This design comes from an exercise in tuning for small area, a short achievable clock period and few clock cycles on the open sky130 flow, not from production work. RTL that was checked went through simulation tests only; none was proved equivalent to the original. Power is estimated from default activity; no workload was simulated.

Design poly2mono, start of the top module:
module poly2mono #(
  parameter MAX_VOICE = 16
)(
  input  logic       clk,
  input  logic       reset_n,
  output logic       ready,
  input  logic       valid_in,
  input  logic       note_on_in,
  input  logic [6:0] note_num_in,
  input  logic [6:0] velocity_in,
  output logic       note_on_out,
  output logic [6:0] note_num_out,
  output logic [6:0] velocity_out
);
  localparam N = 16;
  logic       p_on, p_off;
  logic [6:0] p_note, p_vel;
  logic [6:0] e_note [0:N-1];
  logic [6:0] e_vel  [0:N-1];
  logic [4:0] cnt;
  logic [N-1:0] m;
  assign ready = 1'b1;
  logic [N-1:0] valid, pre, dn, ld, hold_n, hold_v;
  logic hit, full, push, rm;
  logic [6:0] nx_note [0:N-1];
  logic [6:0] nx_vel  [0:N-1];
  logic [4:0] cnt_nx;
  always_comb begin
    for (int i = 0; i < N; i++) begin
      valid[i] = cnt > i;
    end
    pre[0] = m[0];
    for (int i = 1; i < N; i++)
      pre[i] = pre[i-1] | m[i];
  end
  assign hit  = |m;
  assign full = cnt[4];
  assign push = p_on & ~hit & ~full;
  assign rm   = p_off & hit;
  always_comb begin
    for (int i = 0; i < N; i++) begin
      dn[i]     = (i < N-1) & p_off & pre[i];
      ld[i]     = p_on & m[i];
      hold_n[i] = ~push & ~dn[i];
      hold_v[i] = ~push & ~dn[i] & ~ld[i];
    end
    nx_note[0] = ({7{push}} & p_note) | ({7{dn[0]}} & e_note[1]) | ({7{hold_n[0]}} & e_note[0]);
    nx_vel[0]  = ({7{push | ld[0]}} & p_vel) | ({7{dn[0]}} & e_vel[1]) | ({7{hold_v[0]}} & e_vel[0]);
    for (int i = 1; i < N-1; i++) begin
  ...
Size in the first run: about 34 I/O pins, about 13000 sq um of cells after synthesis.
==> flow/config.mk <==
export PLATFORM = sky130hd
export DESIGN_NAME = poly2mono
export DESIGN_NICKNAME = poly2mono
export VERILOG_FILES = /design/flow/design.v
export SDC_FILE = /design/flow/constraint.sdc
export NUM_CORES = 4
export LEC_CHECK = 0
export CAP_MARGIN = 20
export CORE_MARGIN = 2
export CORE_UTILIZATION = 60
export CTS_BUF_LIST = sky130_fd_sc_hd__clkbuf_4 sky130_fd_sc_hd__clkbuf_8
export CTS_CLUSTER_SIZE = 30
export SETUP_SLACK_MARGIN = 3.8
export SLEW_MARGIN = 20
export TNS_END_PERCENT = 5
==> flow/constraint.sdc <==
create_clock -name core_clock -period 6.0 [get_ports {clk}]
set_input_delay 1.2000 -clock core_clock [delete_from_list [all_inputs] [get_ports {clk}]]
set_output_delay 1.2000 -clock core_clock [all_outputs]
set_load 0.01 [all_outputs]
run.sh (not shown) runs the stock make flow with config.mk's settings and CLKGATE_MAP_FILE= SYNTH_SCRIPT=/design/flow/synth_recipe.tcl, a recipe that flattens the netlist after the stock synthesis.
==> next run, changes <==
==> flow/config.mk (replaced) <==
export PLATFORM = sky130hd
export DESIGN_NAME = poly2mono
export DESIGN_NICKNAME = poly2mono
export VERILOG_FILES = /design/flow/design.v
export SDC_FILE = /design/flow/constraint.sdc
export NUM_CORES = 4
export LEC_CHECK = 0
export CAP_MARGIN = 20
export CORE_MARGIN = 2
export CORE_UTILIZATION = 40
export SETUP_SLACK_MARGIN = 3.5
export SLEW_MARGIN = 20
export TNS_END_PERCENT = 5
After rerunning:
- flip-flop and latch count is unchanged
- cell count came out higher by 5.8%
- critical path depth stays the same
- global-route usage shrinks by 9.1 points
- die area climbs by 49%
- routed wire length grows by 3.5%
- non-clock buffer count increases by 7
- synthesized area does not change
- combinational power rose by about 0.9%
- maximum frequency goes up by 1.0%
==> next run, changes <==
--- a/flow/config.mk
+++ b/flow/config.mk
@@ -8,6 +8,6 @@
 export CAP_MARGIN = 20
 export CORE_MARGIN = 2
-export CORE_UTILIZATION = 40
-export SETUP_SLACK_MARGIN = 3.5
+export CORE_UTILIZATION = 60
+export SETUP_SLACK_MARGIN = 3.8
 export SLEW_MARGIN = 20
 export TNS_END_PERCENT = 5
The new run ran to the end with no violations.
Total power is lower by a few percent.
Design area is about the same.
Setup slack gets better by 0.064 ns.
==> next run, changes <==
--- a/flow/config.mk
+++ b/flow/config.mk
@@ -8,6 +8,6 @@
 export CAP_MARGIN = 20
 export CORE_MARGIN = 2
-export CORE_UTILIZATION = 60
-export SETUP_SLACK_MARGIN = 3.8
+export CORE_UTILIZATION = 40
+export SETUP_SLACK_MARGIN = 3.2
 export SLEW_MARGIN = 20
 export TNS_END_PERCENT = 5
Synthesized cell count is unchanged.
Utilization went down by 25 points.
Power rose by 1.5%.
Via count decreases by 4.0%.
No run of this note included a check of the RTL's function; only the layout flow was run.


== red ==
Another version of the RTL of poly2mono (not shown whole).
Size: roughly 1500 cells after synthesis, ~290 flip-flops, ~13000 um^2 of cells after synthesis.
make LEC_CHECK=0 CAP_MARGIN=20 CORE_MARGIN=2 CORE_UTILIZATION=60 CTS_CLUSTER_DIAMETER=100 CTS_CLUSTER_SIZE=30 SETUP_SLACK_MARGIN=3.8 SLEW_MARGIN=20 TNS_END_PERCENT=5 finish   # period 6.0 ns
Testbench counts of red, summed over its fixed seeds: cycles 24,000.
> inputs changed (red -> blue)
- CORE_UTILIZATION now 70, was 60
Results
- Going from red to blue, global-route usage grows by 5.3 points.
- Delta (blue minus red): critical path arrival shrank by 0.05 ns; later-pin clock latency in the skew report saw a decrease; met2 wirelength from detailed routing shows an increase of 3.6%; length of routed met3 wiring up about 25%.
- [blue] placement-stage cell area fell 0.59% relative to red
- Compared with red, blue has extra setup slack.
- blue reached the end of the flow, and the finished layout is clean on the timing, DRC and antenna checks.
- Diff red -> blue: met1 routing resource usage after global routing picked up an extra 5.5 points, register area ~0 delta.
The following lists how green was set up differently from blue:
- changing CORE_UTILIZATION from 70 to 60
- removing CTS_CLUSTER_SIZE (formerly 30)
- removing CTS_CLUSTER_DIAMETER (formerly 100)
Findings:
Routed wire length, green vs blue: up by a few percent. Taking blue as the reference, in green first-pass GRT wire length picked up an extra about 3.2%, maximum frequency picked up an extra 0.31%, setup fix buffers added after clock tree synthesis lost about 10%, area of all placed cells without fillers picked up an extra 900 um^2. green vs blue: met2 wire length down slightly. For green and blue, there was not a single run that failed to finish clean. The estimated power of green ends up higher than the estimate for blue. Comparing the two runs side by side, green comes out ahead of blue on post-route minimum period. Compared to blue, green was floorplanned on a bigger die. Between green and blue, the clock skew does not differ in any meaningful way. Comparing blue against green, there is no change at all in number of signal-net inverters in the final layout.
diff inputs: green => orange
- CTS_CLUSTER_DIAMETER newly set to 100
- TNS_END_PERCENT changed from 5 to 20
- CTS_CLUSTER_SIZE newly set to 30
## What came out
orange vs. green: non-clock buffer count up 3, wire length of the first global-routing pass flat, total of clock buffers placed in the layout down 29.
Cmp green and orange / number of cells traversed by the worst register-to-register path / higher: orange
When the final numbers for green and orange were put side by side, the setup slack turned out to be smaller in green.
Between green and orange, overall fraction of global-route tracks in use is lower for green, orange comes in above that.
What purple does differently from orange at the input level:
- removing CTS_CLUSTER_DIAMETER (formerly 100)
- removing CTS_CLUSTER_SIZE (formerly 30)
- changing TNS_END_PERCENT from 20 to 5
- changing SETUP_SLACK_MARGIN from 3.8 to 4.0
--- outcome ---
Of purple and orange, it is purple that has the higher number of nets in the finished design. Total length of routed wires for purple: about 4% down relative to orange. purple falls short of orange in half-perimeter wire length of the detailed placement result. orange → purple: critical path data arrival time went up 0.09 ns, overall power after layout went up about 22%, routed wire length on met3 went down 710 um, synthesized cell count held. Critical path launch point: m[8]$_DFF_P_ -> orange, note_num_in[1] -> purple. Global-route total usage across every layer in purple is 0.93 points below orange. The setup slack of purple is smaller than that of orange.

what the ideal ports hide:
How much do the figures lean on ideal ports? The routed layouts below were timed once more, with nothing changed but the port constraints. Step 1 (the two cells are an assumption about what drives the block):
set clk [get_ports {clk}]
set_driving_cell -lib_cell sky130_fd_sc_hd__clkbuf_16 $clk
set_driving_cell -lib_cell sky130_fd_sc_hd__buf_2 [delete_from_list [all_inputs] $clk]
Step 2, shift: input delay + t, output delay - t, t = (earliest + latest rising clock arrival at the registers) / 2. This alone moves slack from input paths to output paths. Slacks: ideal ports / drivers / drivers and shift; pairs: ideal ports / drivers.
run	t (ns)	setup slack, ns	worst hold slack (ns)	worst setup path at the end	latest minus earliest clock arrival (ns)
the first run of note 1	0.591	3.201 / 3.217 / 2.626	0.444 / 0.444 / 0.444	input to register	0.027 / 0.027
the second run of note 1	0.604	3.229 / 3.229 / 2.741	0.446 / 0.446 / 0.446	input to register	0.028 / 0.028
the third run of note 1	0.595	3.293 / 3.293 / 2.748	0.443 / 0.443 / 0.443	input to register	0.009 / 0.009
the fourth run of note 1	0.603	3.143 / 3.143 / 2.613	0.447 / 0.447 / 0.447	input to register	0.026 / 0.027
red	0.542	3.487 / 3.498 / 2.955	0.451 / 0.451 / 0.451	input to register	0.026 / 0.027
blue	0.526	3.535 / 3.542 / 3.016	0.457 / 0.457 / 0.457	input to register	0.015 / 0.015
green	0.599	3.543 / 3.529 / 2.962	0.446 / 0.446 / 0.446	input to register	0.016 / 0.015
orange	0.536	3.557 / 3.557 / 3.039	0.454 / 0.454 / 0.454	input to register	0.023 / 0.022
purple	0.607	3.492 / 3.479 / 2.912	0.445 / 0.445 / 0.445	input to register	0.021 / 0.021
After both steps setup and hold are still met in every run listed. The setup slack of green, which loses most, moves by -0.014 ns with the drivers and by -0.581 ns with both steps.
